This is an optimization exercise on Yosys and OpenROAD, whose aim is small area and a short achievable clock period, not a production implementation. In this exercise RTL edits were held to simulation tests only and were not proved equivalent to the original.

Design fp16MAC, start of the top module:
module fp16MAC(a, b, acc, CLK, RESETn);
	input [15:0] a, b;
	input CLK, RESETn;
	output reg [15:0] acc;
	wire        pre_s;
	wire [4:0]  pre_e;
	wire [1:0]  pre_c;
	fm_mul_pre u_pre(.a(a), .b(b), .s(pre_s), .e(pre_e), .c(pre_c));
	reg        in_s;
	reg [1:0]  in_c;
	reg [4:0]  in_e;
	reg [9:0]  in_ma, in_mb;
	wire [12:0] mul_m;
	wire        mul_st;
	fm_mul_prod u_prod(.ma(in_ma), .mb(in_mb), .m(mul_m), .st(mul_st));
	reg        md_s;
	reg [1:0]  md_c;
	reg [4:0]  md_e;
	reg [12:0] md_m;
	reg        md_st;
	wire [15:0] prod_w;
	fm_mul_round u_rnd(.s(md_s), .e(md_e), .c(md_c), .m(md_m), .st(md_st), .p(prod_w));
	reg [15:0] prod;
	wire [15:0] sum_w;
	fm_add u_add(.A(acc), .B(prod), .Y(sum_w));
	always @(posedge CLK, negedge RESETn) begin
		if (!RESETn) begin
			in_s <= 1'b0;
			in_c <= 2'd0;
			md_s <= 1'b0;
			md_c <= 2'd0;
			prod <= 16'd0;
			acc  <= 16'd0;
		end else begin
			in_s <= pre_s;
			in_c <= pre_c;
			md_s <= in_s;
			md_c <= in_c;
			prod <= prod_w;
			acc  <= sum_w;
		end
	end
  ...
For scale: ~2100 cells after synthesis.
==> flow/config.mk <==
export PLATFORM = sky130hd
export DESIGN_NAME = fp16MAC
export DESIGN_NICKNAME = fp16MAC
export VERILOG_FILES = /design/flow/design.v
export SDC_FILE = /design/flow/constraint.sdc
export NUM_CORES = 4
export LEC_CHECK = 0
export ABC_AREA = 1
export CAP_MARGIN = 20
export CORE_MARGIN = 2
export CORE_UTILIZATION = 55
export SLEW_MARGIN = 20
==> flow/constraint.sdc <==
create_clock -name core_clock -period 15.5 [get_ports {CLK}]
set_input_delay 3.1000 -clock core_clock [delete_from_list [all_inputs] [get_ports {CLK}]]
set_output_delay 3.1000 -clock core_clock [all_outputs]
set_load 0.01 [all_outputs]
standard.sh (not shown) runs the stock make flow with config.mk's settings and CLKGATE_MAP_FILE= SYNTH_SCRIPT=/design/flow/synth_recipe.tcl, a recipe that flattens the netlist after the stock synthesis.
==> flow/flow/run.sh <==
#!/bin/bash
# Own flow: the standard layout (standard.sh: the same ORFS scripts and
# settings), except that the full/half adder cells are on the don't-use list.
# Yosys's extract_fa otherwise turns the arithmetic into chains of slow
# fa/ha cells with inverters around them; without them ABC maps the same
# logic into ordinary gates.  Registers, floorplan, power grid, placement,
# clock tree and routing are the standard flow's.
set -euo pipefail
cp config.mk own_config.mk
cat >> own_config.mk <<'EOC'
export DONT_USE_CELLS += sky130_fd_sc_hd__fa_1 sky130_fd_sc_hd__fa_2 sky130_fd_sc_hd__fa_4 sky130_fd_sc_hd__ha_1 sky130_fd_sc_hd__ha_2 sky130_fd_sc_hd__ha_4
export SETUP_SLACK_MARGIN = 11.5
EOC
sed -E "s#DESIGN_CONFIG=[^ ]+#DESIGN_CONFIG=$PWD/own_config.mk#" standard.sh > own_standard.sh
grep -q "DESIGN_CONFIG=$PWD/own_config.mk" own_standard.sh
bash own_standard.sh > standard.log 2>&1
The starting point went through all stages and came out clean.
Change:
==> flow/flow/run.sh (replaced) <==
#!/bin/bash
# Own flow: the standard layout (standard.sh, unchanged ORFS scripts and
# settings) with its own synthesis script, flow/own_synth.tcl (see there).
# Floorplan, power grid, placement, clock tree and routing are the standard
# flow's.  Each make step writes its full log under orfs/logs/; the make
# output itself goes to standard.log here.
set -euo pipefail
sed -E "s#SYNTH_SCRIPT=[^ ]+#SYNTH_SCRIPT=$PWD/flow/own_synth.tcl SETUP_SLACK_MARGIN=9.8#" standard.sh > own_standard.sh
grep -q "SYNTH_SCRIPT=$PWD/flow/own_synth.tcl" own_standard.sh
bash own_standard.sh > standard.log 2>&1
==> flow/flow/abc_area.script (new file) <==
strash
dch
amap
topo
stime -c
buffer -c
upsize -c
dnsize -c
==> flow/flow/abc_fast.script (new file) <==
strash
dch
amap
topo
stime -c
buffer -c
upsize -c
dnsize -c
==> flow/flow/own_synth.tcl (new file) <==
set own_dir [file dirname [file normalize [info script]]]
proc synth {args} {
  if {[lsearch -exact $args "fine:"] >= 0} {
    yosys synth -nofsm -noshare -noabc {*}$args
  } else {
    yosys synth -nofsm -noshare {*}$args
  }
}
proc extract_fa {args} { yosys extract_fa {*}$args fm_mul_prod }
proc keep_hierarchy {args} {
  foreach m {fm_add fm_mul_prod fm_mul_round} { yosys setattr -mod -set keep_hierarchy 1 $m }
}
proc abc {args} {
  global own_dir
  set i [expr {[lsearch -exact $args -script] + 1}]
  yosys abc {*}[lreplace $args $i $i $own_dir/abc_fast.script] fm_add
  yosys abc {*}[lreplace $args $i $i $own_dir/abc_area.script] fm_mul_prod fm_mul_round fp16MAC
}
source $::env(SCRIPTS_DIR)/synth.tcl
# left out here: clear keep_hierarchy, flatten, clean up, hide names made inside functions, write 1_2_yosys.v
Settings changed: SYNTH_HIERARCHICAL set to 1.
The new run passed the timing, DRC and antenna checks.
Worst hold slack barely changes.
Via count decreases by 33%.
Routed wire length decreases by 32%.
Worst setup slack loses 2.1 ns.
Global-route usage decreases by 1.5 points.
Count of clock-buffer cells in the layout increases by 3.
Change:
==> flow/flow/run.sh (replaced) <==
#!/bin/bash
# Own flow: the standard layout (standard.sh: the same ORFS scripts and
# settings), except that the full/half adder cells are on the don't-use list.
# Yosys's extract_fa otherwise turns the arithmetic into chains of slow
# fa/ha cells with inverters around them; without them ABC maps the same
# logic into ordinary gates.  Registers, floorplan, power grid, placement,
# clock tree and routing are the standard flow's.
set -euo pipefail
cp config.mk own_config.mk
cat >> own_config.mk <<'EOC'
export DONT_USE_CELLS += sky130_fd_sc_hd__fa_1 sky130_fd_sc_hd__fa_2 sky130_fd_sc_hd__fa_4 sky130_fd_sc_hd__ha_1 sky130_fd_sc_hd__ha_2 sky130_fd_sc_hd__ha_4
EOC
sed -E "s#DESIGN_CONFIG=[^ ]+#DESIGN_CONFIG=$PWD/own_config.mk#" standard.sh > own_standard.sh
grep -q "DESIGN_CONFIG=$PWD/own_config.mk" own_standard.sh
bash own_standard.sh > standard.log 2>&1
Settings changed: SYNTH_HIERARCHICAL 1 to unset.
removed: flow/flow/abc_area.script
removed: flow/flow/abc_fast.script
removed: flow/flow/own_synth.tcl
What happened:
- first-iteration DRC count shrinks by a little under a tenth
- worst setup slack gets better by 1.5 ns
- cell area grows by a few percent
- wire length grows by roughly a tenth
- via count grows by a quarter to a third
- global-route usage shrinks by 3.4 points
- final cell count grows by well over a third
- area after synthesis grows by about a fifth
Change:
--- a/flow/flow/run.sh
+++ b/flow/flow/run.sh
@@ -11,2 +11,3 @@
 export DONT_USE_CELLS += sky130_fd_sc_hd__fa_1 sky130_fd_sc_hd__fa_2 sky130_fd_sc_hd__fa_4 sky130_fd_sc_hd__ha_1 sky130_fd_sc_hd__ha_2 sky130_fd_sc_hd__ha_4
+export SETUP_SLACK_MARGIN = 10.5
 EOC
Worst setup slack gets better by 0.71 ns; clock skew stays flat; wire length went up by 16%; final cell count went up by 5.5%; first-iteration DRC count went up by 36%; non-clock buffer count went up by 121.
Change:
==> flow/flow/run.sh (replaced) <==
#!/bin/bash
# Own flow: the standard layout (standard.sh, unchanged ORFS scripts and
# settings) with its own synthesis script, flow/own_synth.tcl (see there).
# Floorplan, power grid, placement, clock tree and routing are the standard
# flow's.  Each make step writes its full log under orfs/logs/; the make
# output itself goes to standard.log here.
set -euo pipefail
sed -E "s#SYNTH_SCRIPT=[^ ]+#SYNTH_SCRIPT=$PWD/flow/own_synth.tcl SETUP_SLACK_MARGIN=10.1#" standard.sh > own_standard.sh
grep -q "SYNTH_SCRIPT=$PWD/flow/own_synth.tcl" own_standard.sh
bash own_standard.sh > standard.log 2>&1
==> flow/flow/abc_area.script (new file) <==
strash
dch
amap
topo
stime -c
buffer -c
upsize -c
dnsize -c
==> flow/flow/abc_fast.script (new file) <==
strash
dch
map -B 0.9
topo
stime -c
buffer -c
upsize -c
dnsize -c
==> flow/flow/own_synth.tcl (new file) <==
set own_dir [file dirname [file normalize [info script]]]
proc synth {args} {
  if {[lsearch -exact $args "fine:"] >= 0} {
    yosys synth -nofsm -noshare -noabc {*}$args
  } else {
    yosys synth -nofsm -noshare {*}$args
  }
}
proc extract_fa {args} { yosys extract_fa {*}$args fm_mul_prod }
proc keep_hierarchy {args} {
  foreach m {fm_add fm_mul_prod fm_mul_round} { yosys setattr -mod -set keep_hierarchy 1 $m }
}
proc abc {args} {
  global own_dir
  set i [expr {[lsearch -exact $args -script] + 1}]
  yosys abc {*}[lreplace $args $i $i $own_dir/abc_fast.script] fm_add
  yosys abc {*}[lreplace $args $i $i $own_dir/abc_area.script] fm_mul_prod fm_mul_round fp16MAC
}
source $::env(SCRIPTS_DIR)/synth.tcl
# left out here: clear keep_hierarchy, flatten, clean up, hide names made inside functions, write 1_2_yosys.v
Settings changed: SYNTH_HIERARCHICAL set to 1.
=> Wire length is lower by 17%. Area after synthesis is lower by 6.6%. Core utilization is lower by 6.9 points. Critical path depth is higher by 3. Final area is lower by 15%. Worst setup slack is better by 0.18 ns. Count of clock-buffer cells in the layout is unchanged. Global-route usage is lower by 1.1 points.

==> what the ideal ports hide <==
The flow's constraints put no driver on any port. The routed layouts listed below were extracted and timed again, unchanged, in two steps. Step 1 (the two cells are an assumption about what drives the block):
set clk [get_ports {CLK}]
set_driving_cell -lib_cell sky130_fd_sc_hd__clkbuf_16 $clk
set_driving_cell -lib_cell sky130_fd_sc_hd__buf_2 [delete_from_list [all_inputs] $clk]
Step 2 moves the port delays by t, midway between the first and last clock arrival at a register: inputs arrive t later, outputs are due t later. That takes back most of the time a late clock gives input paths. Three values: ideal ports, drivers, drivers and shift; two values: the first two.
| run | t, ns | slack for setup (ns) | worst data-port slew with drivers (ns) |
|---|---|---|---|
| the first run | 0.386 | 10.087 / 10.087 / 10.087 | 0.04 |
| the second run | 0.377 | 7.957 / 7.957 / 7.957 | 0.03 |
| the third run | 0.381 | 9.499 / 9.499 / 9.499 | 0.03 |
| the fourth run | 0.381 | 10.205 / 10.205 / 10.205 | 0.03 |
| the fifth run | 0.379 | 10.384 / 10.384 / 10.384 | 0.03 |
After both steps setup and hold are still met in every run listed.
